From an optimization exercise on the open Yosys and OpenROAD flow, aimed at small area; shortcuts taken in it are not production practice.
Function was checked by simulation only, so behaviour that the tests miss may differ from the original.
No activity file was given, so power comes from the tool's default toggle rates.

==> module Core, before the edit <==
module Core(
  input             clk,
  input             rst,
  input      [15:0] mem_to_core_data,
  output     [15:0] core_to_mem_data,
  output     [9:0]  core_to_mem_address,
  output            core_to_mem_write_enable,
  input             i2c_wr_en,
  input             i2c_ack_fail,
  input      [7:0]  i2c_to_core_data,
  output     [7:0]  core_to_i2c_data,
  output     [7:0]  i2c_reg_addr,
  output     [8:0]  i2c_addr,
  output     [15:0] pwm_reg0,
  output     [15:0] pwm_reg1,
  output     [15:0] pwm_reg2,
  output     [15:0] pwm_reg3,
  output     [15:0] pwm_reg4,
  output     [15:0] pwm_reg5,
  output     [15:0] pwm_reg6,
  output     [15:0] pwm_reg7);
  wire [15:0] d = mem_to_core_data;
  reg        st_dec;
  reg        st_ex;
  reg [15:0] ir;
  reg [15:0] opr;
  reg [9:0]  pc;
  reg [1:0]  flag;
  wire st_fetch = ~st_dec & ~st_ex;
  wire [3:0] op = ir[15:12];
  wire op_lw  = op == 4'h0;
  wire op_sw  = op == 4'h1;
  wire op_jmp = op == 4'h2;
  wire op_br  = op == 4'h3;
  wire op_lt  = op == 4'hC;
  wire op_eq  = op == 4'hD;
  wire op_slr = op == 4'h9;
  wire op_ls  = op_lw | op_sw;
  wire d_hi = (d[15:12] == 4'h0) | (d[15:12] == 4'h1) | (d[15:12] == 4'h5);
  wire [3:0]  idx_a = st_dec ? (d_hi ? d[11:8] : d[7:4]) : ir[3:0];
  wire [15:0] ra;
  wire [9:0]  rl;
  wire [9:0]  addr = opr[9:0] + rl;
  wire        sub = op_lt | op_eq | (op == 4'hB);
  wire [16:0] s   = {1'b0, opr} + {1'b0, ra ^ {16{sub}}} + {16'b0, sub};
  wire        borrow = ~s[16];
  wire        zero   = s[15:0] == 16'h0000;
  function [15:0] rev16(input [15:0] x);
    integer k;
    for (k = 0; k < 16; k = k + 1) rev16[k] = x[15-k];
  endfunction
  wire [15:0] sh_in  = op_slr ? rev16(opr) : opr;
  wire [15:0] sh_out = sh_in << ir[3:0];
  wire [15:0] shres  = op_slr ? rev16(sh_out) : sh_out;
  wire        op_li  = op == 4'h4;
  wire        op_oui = op == 4'h5;
  wire [15:0] y  = op_li ? {8'h00, ir[7:0]} : (op_oui ? {ir[7:0], 8'h00} : ra);
  reg  [3:0]  tt;
  always @(*) begin
    case (op)
      4'h4:    tt = 4'b1010;
      4'h5:    tt = 4'b1110;
      4'h6:    tt = 4'b1000;
      4'h7:    tt = 4'b1110;
      default: tt = 4'b0011;
    endcase
  end
  reg [15:0] lres;
  integer m;
  always @(*)
    for (m = 0; m < 16; m = m + 1)
      lres[m] = tt[{opr[m], y[m]}];
  reg [15:0] alu;
  always @(*) begin
    case (op)
      4'h8, 4'h9: alu = shres;
      4'hA:       alu = s[15:0];
      4'hB:       alu = borrow ? 16'h0000 : s[15:0];
      default:    alu = lres;
    endcase
  end
  wire        we   = st_ex & (op_lw | (op_jmp & ir[6]) | ~(op_sw | op_jmp | op_br | op_lt | op_eq));
  wire [3:0]  widx = op_lw ? ir[3:0] : (op_jmp ? 4'd5 : ir[11:8]);
  wire [15:0] wd   = op_lw ? d : (op_jmp ? {6'b0, pc} : alu);
  reg_file rf(
    .clk(clk), .rst(rst),
    .write_en(we), .wrData(widx), .DataIn(wd),
    .rdDataA(idx_a), .rdDataL(ir[7:4]), .A(ra), .L(rl),
    .hold_i2c(st_dec),
    .i2c_wr_en(i2c_wr_en), .i2c_ack_fail(i2c_ack_fail),
    .i2c_to_reg_file_data(i2c_to_core_data),
    .reg_file_to_i2c_data(core_to_i2c_data),
    .i2c_slave_addr(i2c_reg_addr), .i2c_addr(i2c_addr),
    .pwm_reg0(pwm_reg0), .pwm_reg1(pwm_reg1), .pwm_reg2(pwm_reg2), .pwm_reg3(pwm_reg3),
    .pwm_reg4(pwm_reg4), .pwm_reg5(pwm_reg5), .pwm_reg6(pwm_reg6), .pwm_reg7(pwm_reg7));
  wire flag_br  = ir[8] ? flag[1] : flag[0];
  wire flag_jmp = ir[7] ? flag[1] : flag[0];
  wire take_br  = st_ex & op_br & (ir[11] == flag_br);
  wire take_jmp = st_ex & op_jmp & (~ir[11] | (ir[10] == flag_jmp));
  wire [9:0] pc_sum = pc + (st_dec ? 10'd1 : {{2{ir[7]}}, ir[7:0]});
  assign core_to_mem_address      = st_ex ? (op_ls ? addr : 10'd0) : pc;
  assign core_to_mem_data         = (st_ex & op_sw) ? ra : 16'h0000;
  assign core_to_mem_write_enable = st_ex & op_sw;
  always @(posedge clk) begin
    ir  <= d;
    opr <= ra;
    st_dec <= ~rst & st_fetch;
    st_ex  <= ~rst & st_dec & (d[15:12] != 4'hF);
    if (rst | st_dec | take_br | take_jmp)
      pc <= rst ? 10'd0 : (take_jmp ? ra[9:0] : pc_sum);
    if (rst | (st_ex & op_lt))
      flag[1] <= ~rst & borrow;
    if (rst | (st_ex & op_eq))
      flag[0] <= ~rst & zero;
  end
endmodule
clock: 10.0 ns
lec_check: 0
cap_margin: 20
core_margin: 2
core_utilization: 60
slew_margin: 20
standard.sh (not shown) runs the stock make flow with config.mk's settings and CLKGATE_MAP_FILE= SYNTH_SCRIPT=/design/flow/synth_recipe.tcl, a recipe that flattens the netlist after the stock synthesis.
==> flow/flow/run.sh <==
#!/bin/bash
# Own flow: the standard layout (standard.sh) with these changes:
#  - synthesis: Yosys's ABC mapping step uses an area-oriented script
#    (flow/abc_area.script) in place of ORFS's speed script; everything else,
#    registers included, is the standard synthesis;
#  - port buffers are sky130_fd_sc_hd__buf_1 (every port still gets one);
#  - clock tree: clkbuf_8 buffers, sinks clustered by 16 within 60 um, no
#    dummy loads;
#  - after global routing, gates on paths with slack are downsized (ORFS's
#    RECOVER_POWER step), then flow/post_grt.tcl repairs slew and
#    capacitance again.
# Each make run writes its full output to a log file here; ORFS's per-step
# logs are under orfs/logs/.
set -euo pipefail
W=$(pwd)
rm -rf "$W/scripts_area"
cp -r "$FLOW_HOME/scripts" "$W/scripts_area"
cp "$W/flow/abc_area.script" "$W/scripts_area/abc_speed.script"
VARS=(
  "SCRIPTS_DIR=$W/scripts_area"
  "BUFFER_PORTS_ARGS=-buffer_cell sky130_fd_sc_hd__buf_1"
  "RECOVER_POWER=100"
  "POST_GLOBAL_ROUTE_TCL=$W/flow/post_grt.tcl"
  "CTS_ARGS=-sink_clustering_enable -repair_clock_nets -dont_use_dummy_load -buf_list sky130_fd_sc_hd__clkbuf_8 -sink_clustering_size 16 -sink_clustering_max_diameter 60"
)
bash "$W/standard.sh" "${VARS[@]}" synth > "$W/log_synth.txt" 2>&1
bash "$W/standard.sh" "${VARS[@]}" finish > "$W/log_layout.txt" 2>&1
==> flow/flow/abc_area.script <==
strash
&get -n
&st
&deepsyn -T 60
&dch -f
&nf -p -R 1000 -C 32
&put
==> flow/flow/post_grt.tcl <==
# After ORFS's power recovery (which downsizes gates on paths with slack),
# repair any slew or capacitance violation it left, then legalize and
# re-route the nets that changed.
log_cmd global_route -start_incremental
log_cmd estimate_parasitics -global_routing
repair_design_helper
log_cmd detailed_placement
log_cmd global_route -end_incremental
log_cmd estimate_parasitics -global_routing
Then changed:
--- a/flow/design.v
+++ b/flow/design.v
@@ -107,7 +107,8 @@
   wire [15:0] ra;
   wire [9:0]  rl;
-  wire [9:0]  addr = opr[9:0] + rl;
   wire        sub = op_lt | op_eq | (op == 4'hB);
-  wire [16:0] s   = {1'b0, opr} + {1'b0, ra ^ {16{sub}}} + {16'b0, sub};
+  wire [15:0] ay  = op_ls ? {6'b0, rl} : (ra ^ {16{sub}});
+  wire [16:0] s   = {1'b0, opr} + {1'b0, ay} + {16'b0, sub};
+  wire [9:0]  addr = s[9:0];
   wire        borrow = ~s[16];
   wire        zero   = s[15:0] == 16'h0000;
=>
- worst setup slack loses 0.16 ns
- core utilization grows by 0.17 points
- cell count goes down slightly
- combinational power is about the same
- die area drops slightly
- non-clock buffer count went up by 8
- synthesized cell count goes down slightly
- sequential share of layout area came out higher by 0.25 points
- clock skew climbs by 0.039 ns
- count of clock-buffer cells in the layout grows by 1
- routed wire length hardly moves
- final area went down slightly
- maximum frequency went down slightly
- total power hardly moves

-- what the ideal ports hide --
No port has a modelled driver above. Below, the same layouts with a new extraction and two added sets of constraints. Step 1, drivers: a clkbuf_16 drives clk_io and a buf_2 each remaining input, both assumed. Step 2 also shifts input and output timing later by t, the mid clock arrival at the registers, as if the neighbouring blocks saw the same clock. Slacks: ideal / step 1 / step 2; pairs: ideal / step 1.
| run | shift t [ns] | setup slack, ns | worst setup path after step 2 | clock arrival spread, ns | pins driven straight from the clock port |
|---|---|---|---|---|---|
| the first run | 0.634 | 0.621 / 0.647 / 0.013 | input to register | 0.071 / 0.072 | 1 |
| the second run | 0.657 | 0.456 / 0.436 / -0.030 | input to register | 0.110 / 0.109 | 1 |
With both steps, setup timing fails in the second run, where it was met with ideal ports. For the first run, which loses most, drivers alone change the setup slack by +0.026 ns; drivers and shift together by -0.608 ns.
